Background: an optimization exercise with open tools, aiming at small area, a short achievable clock period and few clock cycles. Do not read the settings as production practice.
RTL that was checked went through simulation tests only; none was proved equivalent to the original.

==> inputs of run a <==
// SME
module SME(clk,reset,chardata,isstring,ispattern,valid,match,match_index);
==> module SME, before the edit <==
module SME(clk,reset,chardata,isstring,ispattern,valid,match,match_index);
input clk;
input reset;
input [7:0] chardata;
input isstring;
input ispattern;
output reg match;
output [4:0] match_index;
output  valid;
reg [3:0]cur_state,next_state;
parameter IDLE=4'd0,STRING=4'd1,PATTERN=4'd2,STR_MATCH=4'd3,PAT_MATCH=4'd4,OUT=4'd5;
parameter wbeg=8'h5E,wend=8'h24,wany=8'h2E;
reg true;
reg new_str;
reg [31:0]vec_beg;
reg [5:0]strm_counter,patm_counter;
reg [5:0]string_counter,pattern_counter;
reg [7:0]string_data[31:0];
reg [7:0]pattern_data[31:0];
reg fir_match,match_finish2;
reg [5:0]string_number;
wire is_str,is_pat;
wire match_finish1;
assign is_str=isstring;
assign is_pat=ispattern;
assign valid=(cur_state==OUT)?1:0;
assign match_finish1=((cur_state==STR_MATCH)&(strm_counter==string_number))?1:0;
assign match_index=strm_counter-1; 
always @(posedge clk) begin
    match<=true;
end
always @(*) begin
    if(cur_state==PAT_MATCH)begin
       if((patm_counter==pattern_counter-1)&(true)) 
            match_finish2=1;
        else
            match_finish2=0;
    end
    else
        match_finish2=0;
end
wire pbeg=(pattern_data[0]==wbeg);
wire [5:0]fk=pbeg?6'd1:6'd0;
wire [7:0]fpc=pattern_data[fk];
wire [6:0]fq={1'b0,strm_counter};
wire [7:0]fsc=string_data[fq[4:0]];
reg fbeg_ok,fchr_ok;
always @(*) begin
    fbeg_ok=(~pbeg)|(strm_counter==0)|(string_data[strm_counter[4:0]-5'd1]==8'h20);
    if((fpc==wend)&(fk==pattern_counter-1))
        fchr_ok=(fq=={1'b0,string_number})|((fq<{1'b0,string_number})&(fsc==8'h20));
    else
        fchr_ok=(fq<{1'b0,string_number})&((fpc==wany)|(fpc==fsc));
end
always @(*) begin
    if(cur_state==STR_MATCH)
        fir_match=fbeg_ok&fchr_ok;
    else
        fir_match=0;
end
always @(posedge clk or posedge reset) begin
    if(reset)
        cur_state<=IDLE;
    else
        cur_state<=next_state;
end
always @(*) begin
    case (cur_state)
        IDLE:next_state=(is_str)?STRING:(is_pat)?PATTERN:IDLE;
        STRING:next_state=(is_str)?STRING:PATTERN;
        PATTERN:next_state=(ispattern)?PATTERN:STR_MATCH;
        STR_MATCH:begin
            if(match_finish1)
                next_state=OUT;
            else if(fir_match)
                next_state=PAT_MATCH;
            else
                next_state=STR_MATCH;
        end
        PAT_MATCH:begin
            if((true)|(patm_counter==0))begin
                if(match_finish2)
                    next_state=OUT;
                else 
                    next_state=PAT_MATCH;
            end
            else
            next_state=STR_MATCH;
        end
        OUT:next_state=(is_str)?STRING:(is_pat)?PATTERN:IDLE;
        default: next_state=IDLE;
    endcase    
end
always @(posedge clk) begin
    if(ispattern)
        new_str<=1;
    else if(is_str)
        new_str<=0;
end
always @(posedge clk or posedge reset) begin
    if(reset)
        string_counter<=0;
    else if(is_str)
       string_counter<=string_counter+1;
    else 
        string_counter<=0;
end
always @(posedge clk or posedge reset) begin
    if(reset)
        string_number<=0;
    else if(is_str)
        string_number<=string_counter+1;
end
always @(posedge clk or posedge reset) begin
    if(reset)
        pattern_counter<=0;
    else if(ispattern)
        pattern_counter<=pattern_counter+1;
    else if(match_finish2|match_finish1)
        pattern_counter<=0;
end
always @(posedge clk) begin
    if(is_str)
        string_data[string_counter]<=chardata;
end
always @(posedge clk) begin
    if(is_pat)
        pattern_data[pattern_counter]<=chardata;
end
always @(posedge clk or posedge reset) begin
    if(reset)
        strm_counter<=0;
    else if(cur_state==STR_MATCH)
        strm_counter<=strm_counter+1;
    else if(cur_state==OUT)
        strm_counter<=0;
end
always @(posedge clk or posedge reset) begin
    if(reset)
        patm_counter<=0;
    else if(cur_state==PAT_MATCH)begin
        patm_counter<=patm_counter+1;
    end
    else
        patm_counter<=0;
end
wire [7:0]tpc=pattern_data[patm_counter[4:0]];
wire [6:0]tq={1'b0,strm_counter}+{1'b0,patm_counter}-7'd1-{6'd0,pbeg};
wire [7:0]tsc=string_data[tq[4:0]];
always @(*) begin
    if(cur_state==PAT_MATCH)begin
        if(pbeg&(patm_counter==0))
            true=1;
        else if((tpc==wend)&(patm_counter==pattern_counter-1))
            true=(tq=={1'b0,string_number})|((tq<{1'b0,string_number})&(tsc==8'h20));
        else
            true=(tq<{1'b0,string_number})&((tpc==wany)|(tpc==tsc));
    end
    else
        true=0;
end
endmodule
Settings: LEC_CHECK=0, CAP_MARGIN=20, CORE_MARGIN=2, CORE_UTILIZATION=40, SLEW_MARGIN=20; clock period 6.5 ns.
run.sh (not shown) runs the stock make flow with config.mk's settings and CLKGATE_MAP_FILE= SYNTH_SCRIPT=/design/flow/synth_recipe.tcl, a recipe that flattens the netlist after the stock synthesis.
==> run b: changes against run a <==
==> flow/design.v (replaced) <==
module SME(clk,reset,chardata,isstring,ispattern,valid,match,match_index);
input clk;
input reset;
input [7:0] chardata;
input isstring;
input ispattern;
output match;
output [4:0] match_index;
output valid;
localparam N = 33;
reg [7:0] ring [0:N-1];
reg [N-1:0] vld;
reg [N-1:0] d;
reg [5:0] p;           
reg [3:0] m;           
reg [4:0] pm;          
reg str_r, pat_r;
reg valid_r, match_r;
reg [4:0] idx_r;
wire first = ~pat_r;
wire newstr = isstring & ~str_r;
wire is_beg = (chardata == 8'h5E);
wire is_end = (chardata == 8'h24);
wire is_any = (chardata == 8'h2E);
wire [7:0] cc = (is_beg | is_end) ? 8'h20 : chardata;
integer i;
always @(posedge clk) begin
    ring[0] <= isstring ? chardata : ring[N-1];
    for (i = 1; i < N; i = i + 1)
        ring[i] <= ring[i-1];
    vld[0] <= isstring | (vld[N-1] & ~newstr);
    for (i = 1; i < N; i = i + 1)
        vld[i] <= vld[i-1] & ~newstr;
end
reg [N-1:0] eq, vb, ve, d_next;
always @(*) begin
    for (i = 0; i < N; i = i + 1) begin
        eq[i] = is_any | (ring[i] == cc);
        vb[i] = ~vld[i] & vld[(i+N-1)%N];    
        ve[i] = ~vld[i] & vld[(i+1)%N];      
    end
    for (i = 0; i < N; i = i + 1)
        d_next[(i+1)%N] = ((eq[i] & vld[i]) | (first & is_beg & vb[i]) | (is_end & ve[i]))
                          & (first | d[(i+1)%N]);
end
always @(posedge clk) d <= d_next;
reg [5:0] p_next;
reg [3:0] m_next;
always @(*) begin
    p_next = newstr ? 6'd0 : (p == N-1) ? 6'd0 : p + 6'd1;
    m_next = m;
    if (ispattern)
        m_next = first ? {3'd0, ~is_beg} : m + 4'd1;
end
always @(posedge clk) begin
    p <= p_next;
    m <= m_next;
    pm <= p_next[4:0] - {1'b0, m_next} + 5'd1;
end
always @(posedge clk or posedge reset) begin
    if (reset) begin
        str_r <= 1'b0;
        pat_r <= 1'b0;
        valid_r <= 1'b0;
    end else begin
        str_r <= isstring;
        pat_r <= ispattern;
        valid_r <= pat_r & ~ispattern;
    end
end
reg [N-1:0] lo;
reg [5:0] jl, jd;
always @(*) begin
    for (i = 0; i < N; i = i + 1)
        lo[i] = d[i] & (i <= p);
    jl = 6'd0;
    jd = 6'd0;
    for (i = 0; i < N; i = i + 1) begin
        if (lo[i]) jl = i;
        if (d[i]) jd = i;
    end
end
wire [4:0] idx_lo = pm - jl[4:0];
wire [4:0] idx_wr = pm - jd[4:0] + 5'd1;
always @(posedge clk) begin
    match_r <= |d;
    idx_r <= (|lo) ? idx_lo : idx_wr;
end
assign valid = valid_r;
assign match = match_r;
assign match_index = idx_r;
endmodule
--- a/flow/config.mk
+++ b/flow/config.mk
@@ -7,5 +7,7 @@
 export LEC_CHECK = 0
+export ABC_AREA = 1
 export CAP_MARGIN = 20
 export CORE_MARGIN = 2
-export CORE_UTILIZATION = 40
+export CORE_UTILIZATION = 60
+export SETUP_SLACK_MARGIN = 4.0
 export SLEW_MARGIN = 20
==> impl_summary.txt <==
----------------------------------------------------
[Synth]
  Number of flip-flops and latches in the synthesized netlist ... around 550
  Sequential element share of the synthesized area ... 0.6213
  Number of standard cells after synthesis ... ~1.7k
  Number of warnings reported in the yosys synthesis log ... 1

[Pwr]
  Sw Ratio ... 0.3684

[Run status]
  Outcome ... finished clean

----------------------------------------------------
That was run a.
==> impl_summary.txt <==
----------------------------------------------------
[Die]
  Tap cell count ... 280
  Effective utilization at floorplan ... 0.6161

[Pwr]
  Sw Ratio ... 0.2998

[Run status]
  Outcome ... finished clean

[Synth]
  Number of flip-flops and latches in the synthesized netlist ... approximately 350
  Sequential element share of the synthesized area ... 0.5250

[Critical path]
  CP Launch Type ... flop

----------------------------------------------------
That was run b.
Testbench counts of run a, summed over its fixed seeds: cycles 64,889.
The RTL of run b was laid out without a check of its function.

========
==> job 4374 <==
Another version of the RTL of SME (not shown whole).
==> module SME, before the edit <==
module SME(clk,reset,chardata,isstring,ispattern,valid,match,match_index);
input clk;
input reset;
input [7:0] chardata;
input isstring;
input ispattern;
output match;
output [4:0] match_index;
output valid;
localparam N = 33;
reg [7:0] ring [0:N-1];
reg [N-1:0] vld;
reg [N-1:0] d;
reg [5:0] p;           
reg [3:0] m;           
reg [4:0] pm;          
reg [4:0] pm1;         
reg [N-1:0] le;        
reg str_r, pat_r;
reg valid_r, match_r;
reg [4:0] idx_r;
wire first = ~pat_r;
wire newstr = isstring & ~str_r;
wire is_beg = (chardata == 8'h5E);
wire is_end = (chardata == 8'h24);
wire is_any = (chardata == 8'h2E);
wire [7:0] cc = (is_beg | is_end) ? 8'h20 : chardata;
integer i;
always @(posedge clk) begin
    ring[0] <= isstring ? chardata : ring[N-1];
    for (i = 1; i < N; i = i + 1)
        ring[i] <= ring[i-1];
    vld[0] <= isstring | (vld[N-1] & ~newstr);
    for (i = 1; i < N; i = i + 1)
        vld[i] <= vld[i-1] & ~newstr;
end
reg [N-1:0] eq, vb, ve, d_next;
always @(*) begin
    for (i = 0; i < N; i = i + 1) begin
        eq[i] = is_any | (ring[i] == cc);
        vb[i] = ~vld[i] & vld[(i+N-1)%N];    
        ve[i] = ~vld[i] & vld[(i+1)%N];      
    end
    for (i = 0; i < N; i = i + 1)
        d_next[(i+1)%N] = ((eq[i] & vld[i]) | (first & is_beg & vb[i]) | (is_end & ve[i]))
                          & (first | d[(i+1)%N]);
end
always @(posedge clk) d <= d_next;
reg [5:0] p_next;
reg [3:0] m_next;
always @(*) begin
    p_next = newstr ? 6'd0 : (p == N-1) ? 6'd0 : p + 6'd1;
    m_next = m;
    if (ispattern)
        m_next = first ? {3'd0, ~is_beg} : m + 4'd1;
end
always @(posedge clk) begin
    p <= p_next;
    m <= m_next;
    pm <= p_next[4:0] - {1'b0, m_next} + 5'd1;
    pm1 <= p_next[4:0] - {1'b0, m_next} + 5'd2;
    for (i = 0; i < N; i = i + 1)
        le[i] <= (i <= p_next);
end
always @(posedge clk or posedge reset) begin
    if (reset) begin
        str_r <= 1'b0;
        pat_r <= 1'b0;
        valid_r <= 1'b0;
    end else begin
        str_r <= isstring;
        pat_r <= ispattern;
        valid_r <= pat_r & ~ispattern;
    end
end
reg [N-1:0] lo;
reg [5:0] jl, jd;
always @(*) begin
    for (i = 0; i < N; i = i + 1)
        lo[i] = d[i] & le[i];
    jl = 6'd0;
    jd = 6'd0;
    for (i = 0; i < N; i = i + 1) begin
        if (lo[i]) jl = i;
        if (d[i]) jd = i;
    end
end
wire [4:0] idx_lo = pm - jl[4:0];
wire [4:0] idx_wr = pm1 - jd[4:0];
always @(posedge clk) begin
    match_r <= |d;
    idx_r <= (|lo) ? idx_lo : idx_wr;
end
assign valid = valid_r;
assign match = match_r;
assign match_index = idx_r;
endmodule
clock: 6.5 ns
lec_check: 0
abc_area: 1
cap_margin: 20
core_margin: 2
core_utilization: 60
setup_slack_margin: 4.0
slew_margin: 20
==> inputs of job 6419, as changes to job 4374 <==
==> flow/design.v, changed modules only <==
module SME(clk,reset,chardata,isstring,ispattern,valid,match,match_index);
input clk;
input reset;
input [7:0] chardata;
input isstring;
input ispattern;
output match;
output [4:0] match_index;
output valid;
reg [7:0] str [0:31];
reg [31:0] d;
reg dn;                
reg [4:0] len_m1;      
reg [4:0] base;        
reg str_r, pat_r, anch;
reg valid_r, match_r;
reg [4:0] idx_r;
wire first = ~pat_r;
wire is_beg = (chardata == 8'h5E);
wire is_end = (chardata == 8'h24);
integer i;
always @(posedge clk) begin
    if (isstring) begin
        str[0] <= chardata;
        for (i = 1; i < 32; i = i + 1)
            str[i] <= str[i-1];
    end
end
reg [31:0] mask, begok, x;
wire [31:0] sp, d_next;
genvar g;
generate
    for (g = 0; g < 4; g = g + 1) begin : grp
        SME_grp u_grp (.s({str[8*g+7], str[8*g+6], str[8*g+5], str[8*g+4],
                           str[8*g+3], str[8*g+2], str[8*g+1], str[8*g]}),
                       .c(chardata), .x(x[8*g+:8]), .d(d_next[8*g+:8]), .sp(sp[8*g+:8]));
    end
endgenerate
always @(*) begin
    for (i = 0; i < 32; i = i + 1)
        mask[i] = (i <= len_m1);
    for (i = 0; i < 32; i = i + 1) begin
        begok[i] = mask[i] & ((i == 31) ? 1'b1 : (~mask[i+1] | sp[i+1]));
        x[i] = first ? mask[i] : anch ? begok[i] : ((i == 31) ? 1'b0 : d[i+1]);
    end
end
always @(posedge clk) begin
    d <= d_next;
    dn <= is_end & d[0];
    anch <= first & is_beg;
    if (ispattern)
        base <= first ? len_m1 : anch ? base : base - 5'd1;
    if (isstring)
        len_m1 <= str_r ? len_m1 + 5'd1 : 5'd0;
end
always @(posedge clk or posedge reset) begin
    if (reset) begin
        str_r <= 1'b0;
        pat_r <= 1'b0;
        valid_r <= 1'b0;
    end else begin
        str_r <= isstring;
        pat_r <= ispattern;
        valid_r <= pat_r & ~ispattern;
    end
end
wire [3:0] gany;
wire [4:0] cand [0:3];
generate
    for (g = 0; g < 4; g = g + 1) begin : gidx
        wire [1:0] hi0 = base[4:3] - g;
        wire [1:0] hi1 = base[4:3] - g - 1;
        SME_gidx u_gidx (.d(d[8*g+:8]), .lo(base[2:0]), .hi0(hi0), .hi1(hi1),
                         .any(gany[g]), .cand(cand[g]));
    end
endgenerate
always @(posedge clk) begin
    match_r <= (|gany) | dn;
    idx_r <= gany[3] ? cand[3] : gany[2] ? cand[2] : gany[1] ? cand[1] : gany[0] ? cand[0] : base + 5'd1;
end
assign valid = valid_r;
assign match = match_r;
assign match_index = idx_r;
endmodule
module SME_grp(s, c, x, d, sp);
input [63:0] s;
input [7:0] c;
input [7:0] x;
output [7:0] d;
output [7:0] sp;
wire is_any = (c == 8'h2E);
wire is_end = (c == 8'h24);
genvar j;
generate
    for (j = 0; j < 8; j = j + 1) begin : st
        assign sp[j] = (s[8*j+:8] == 8'h20);
        assign d[j] = x[j] & (is_end ? sp[j] : (is_any | (s[8*j+:8] == c)));
    end
endgenerate
endmodule
module SME_gidx(d, lo, hi0, hi1, any, cand);
input [7:0] d;
input [2:0] lo;
input [1:0] hi0;
input [1:0] hi1;
output any;
output [4:0] cand;
wire [2:0] l;
assign l[2] = |d[7:4];
assign l[1] = (|d[7:6]) | (~|d[7:4] & |d[3:2]);
assign l[0] = d[7] | (~d[6] & d[5]) | (~|d[6:4] & d[3]) | (~|d[6:2] & d[1]);
wire [3:0] diff = {1'b0, lo} - {1'b0, l};
assign any = |d;
assign cand = {diff[3] ? hi1 : hi0, diff[2:0]};
endmodule
ABC_AREA = unset   (was 1)
CORE_UTILIZATION = 70   (was 60)
CTS_CLUSTER_DIAMETER = 100   (was unset)
CTS_CLUSTER_SIZE = 24   (was unset)
SETUP_SLACK_MARGIN = 4.4   (was 4.0)
SYNTH_HIERARCHICAL = 1   (was unset)
==> inputs of job 9885, as changes to job 4374 <==
==> flow/design.v, changed modules only <==
module SME(clk,reset,chardata,isstring,ispattern,valid,match,match_index);
input clk;
input reset;
input [7:0] chardata;
input isstring;
input ispattern;
output match;
output [4:0] match_index;
output valid;
reg [7:0] str [0:31];
reg [31:0] d;
reg dn;                
reg [4:0] len_m1;      
reg [4:0] base;        
reg str_r, pat_r, anch;
reg valid_r, match_r;
reg [4:0] idx_r;
wire first = ~pat_r;
wire is_beg = (chardata == 8'h5E);
wire is_end = (chardata == 8'h24);
integer i;
always @(posedge clk) begin
    if (isstring) begin
        str[0] <= chardata;
        for (i = 1; i < 32; i = i + 1)
            str[i] <= str[i-1];
    end
end
reg [31:0] mask, begok, x;
wire [31:0] sp, d_next;
genvar g;
generate
    for (g = 0; g < 4; g = g + 1) begin : grp
        SME_grp u_grp (.s({str[8*g+7], str[8*g+6], str[8*g+5], str[8*g+4],
                           str[8*g+3], str[8*g+2], str[8*g+1], str[8*g]}),
                       .c(chardata), .x(x[8*g+:8]), .d(d_next[8*g+:8]), .sp(sp[8*g+:8]));
    end
endgenerate
always @(*) begin
    for (i = 0; i < 32; i = i + 1)
        mask[i] = (i <= len_m1);
    for (i = 0; i < 32; i = i + 1) begin
        begok[i] = mask[i] & ((i == 31) ? 1'b1 : (~mask[i+1] | sp[i+1]));
        x[i] = first ? mask[i] : anch ? begok[i] : ((i == 31) ? 1'b0 : d[i+1]);
    end
end
always @(posedge clk) begin
    d <= d_next;
    dn <= is_end & d[0];
    anch <= first & is_beg;
    if (ispattern)
        base <= first ? (is_beg ? len_m1 + 5'd1 : len_m1) : base - 5'd1;
    if (isstring)
        len_m1 <= str_r ? len_m1 + 5'd1 : 5'd0;
end
always @(posedge clk or posedge reset) begin
    if (reset) begin
        str_r <= 1'b0;
        pat_r <= 1'b0;
        valid_r <= 1'b0;
    end else begin
        str_r <= isstring;
        pat_r <= ispattern;
        valid_r <= pat_r & ~ispattern;
    end
end
wire [3:0] gany;
wire [4:0] cand [0:3];
generate
    for (g = 0; g < 4; g = g + 1) begin : gidx
        wire [1:0] hi0 = base[4:3] - g;
        wire [1:0] hi1 = base[4:3] - g - 1;
        SME_gidx u_gidx (.d(d[8*g+:8]), .lo(base[2:0]), .hi0(hi0), .hi1(hi1),
                         .any(gany[g]), .cand(cand[g]));
    end
endgenerate
always @(posedge clk) begin
    match_r <= (|gany) | dn;
    idx_r <= gany[3] ? cand[3] : gany[2] ? cand[2] : gany[1] ? cand[1] : gany[0] ? cand[0] : base + 5'd1;
end
assign valid = valid_r;
assign match = match_r;
assign match_index = idx_r;
endmodule
module SME_grp(s, c, x, d, sp);
input [63:0] s;
input [7:0] c;
input [7:0] x;
output [7:0] d;
output [7:0] sp;
wire is_any = (c == 8'h2E);
wire is_end = (c == 8'h24);
genvar j;
generate
    for (j = 0; j < 8; j = j + 1) begin : st
        assign sp[j] = (s[8*j+:8] == 8'h20);
        assign d[j] = x[j] & (is_end ? sp[j] : (is_any | (s[8*j+:8] == c)));
    end
endgenerate
endmodule
module SME_gidx(d, lo, hi0, hi1, any, cand);
input [7:0] d;
input [2:0] lo;
input [1:0] hi0;
input [1:0] hi1;
output any;
output [4:0] cand;
wire [2:0] l;
assign l[2] = |d[7:4];
assign l[1] = (|d[7:6]) | (~|d[7:4] & |d[3:2]);
assign l[0] = d[7] | (~d[6] & d[5]) | (~|d[6:4] & d[3]) | (~|d[6:2] & d[1]);
wire [3:0] diff = {1'b0, lo} - {1'b0, l};
assign any = |d;
assign cand = {diff[3] ? hi1 : hi0, diff[2:0]};
endmodule
ABC_AREA = unset   (was 1)
SYNTH_HIERARCHICAL = 1   (was unset)
==> reports/qor.yml <==
status: "complete, no violations"
cts_setup_buffers: 103
buffers: 163
start_util_pct: 61.0
synth_compound_area_share_pct: 9.46
the above is filed under job 4374

==> reports/qor.yml <==
synth_compound_area_share_pct: 8.07
cts_setup_buffers: 28
buffers: 87
status: "complete, no violations"
start_util_pct: 71.7
the above is filed under job 6419

==> reports/qor.yml <==
status: "complete, no violations"
start_util_pct: 60.8
cts_setup_buffers: 2
buffers: 56
the above is filed under job 9885

Testbench counts of job 6419, summed over its fixed seeds: cycles 24,912.
Testbench counts of job 9885, summed over its fixed seeds: cycles 24,912.
The RTL of job 4374 was laid out without a check of its function.

[separate check: timing with driven ports]
The results above use ideal ports. As a check the final layouts listed here were re-extracted and re-timed, cells and wires unchanged. Step 1 (the two cells are an assumption about what drives the block):
set clk [get_ports {clk}]
set_driving_cell -lib_cell sky130_fd_sc_hd__clkbuf_16 $clk
set_driving_cell -lib_cell sky130_fd_sc_hd__buf_2 [delete_from_list [all_inputs] $clk]
Step 2, shift: input delay + t, output delay - t, t = (earliest + latest rising clock arrival at the registers) / 2. This alone moves slack from input paths to output paths. a / b / c = no drivers / after step 1 / after step 2; a / b = the first two.
| run | t (ns) | slack for setup (ns) | hold slack, ns | worst register clock-pin slew, ns |
|---|---|---|---|---|
| run a | 0.687 | 0.509 / 0.509 / 0.509 | 0.535 / 0.535 / 0.535 | 0.07 / 0.07 |
| run b | 0.581 | 2.805 / 2.805 / 2.578 | 0.357 / 0.357 / 0.357 | 0.08 / 0.08 |
| job 4374 | 0.580 | 3.099 / 3.099 / 2.840 | 0.357 / 0.357 / 0.357 | 0.07 / 0.07 |
| job 6419 | 0.562 | 4.184 / 4.132 / 3.799 | 0.450 / 0.450 / 0.450 | 0.10 / 0.10 |
| job 9885 | 0.560 | 3.963 / 3.973 / 3.413 | 0.467 / 0.467 / 0.467 | 0.06 / 0.06 |
After both steps setup and hold are still met in every run listed. The setup slack of job 9885, which loses most, moves by +0.010 ns with the drivers and by -0.550 ns with both steps.
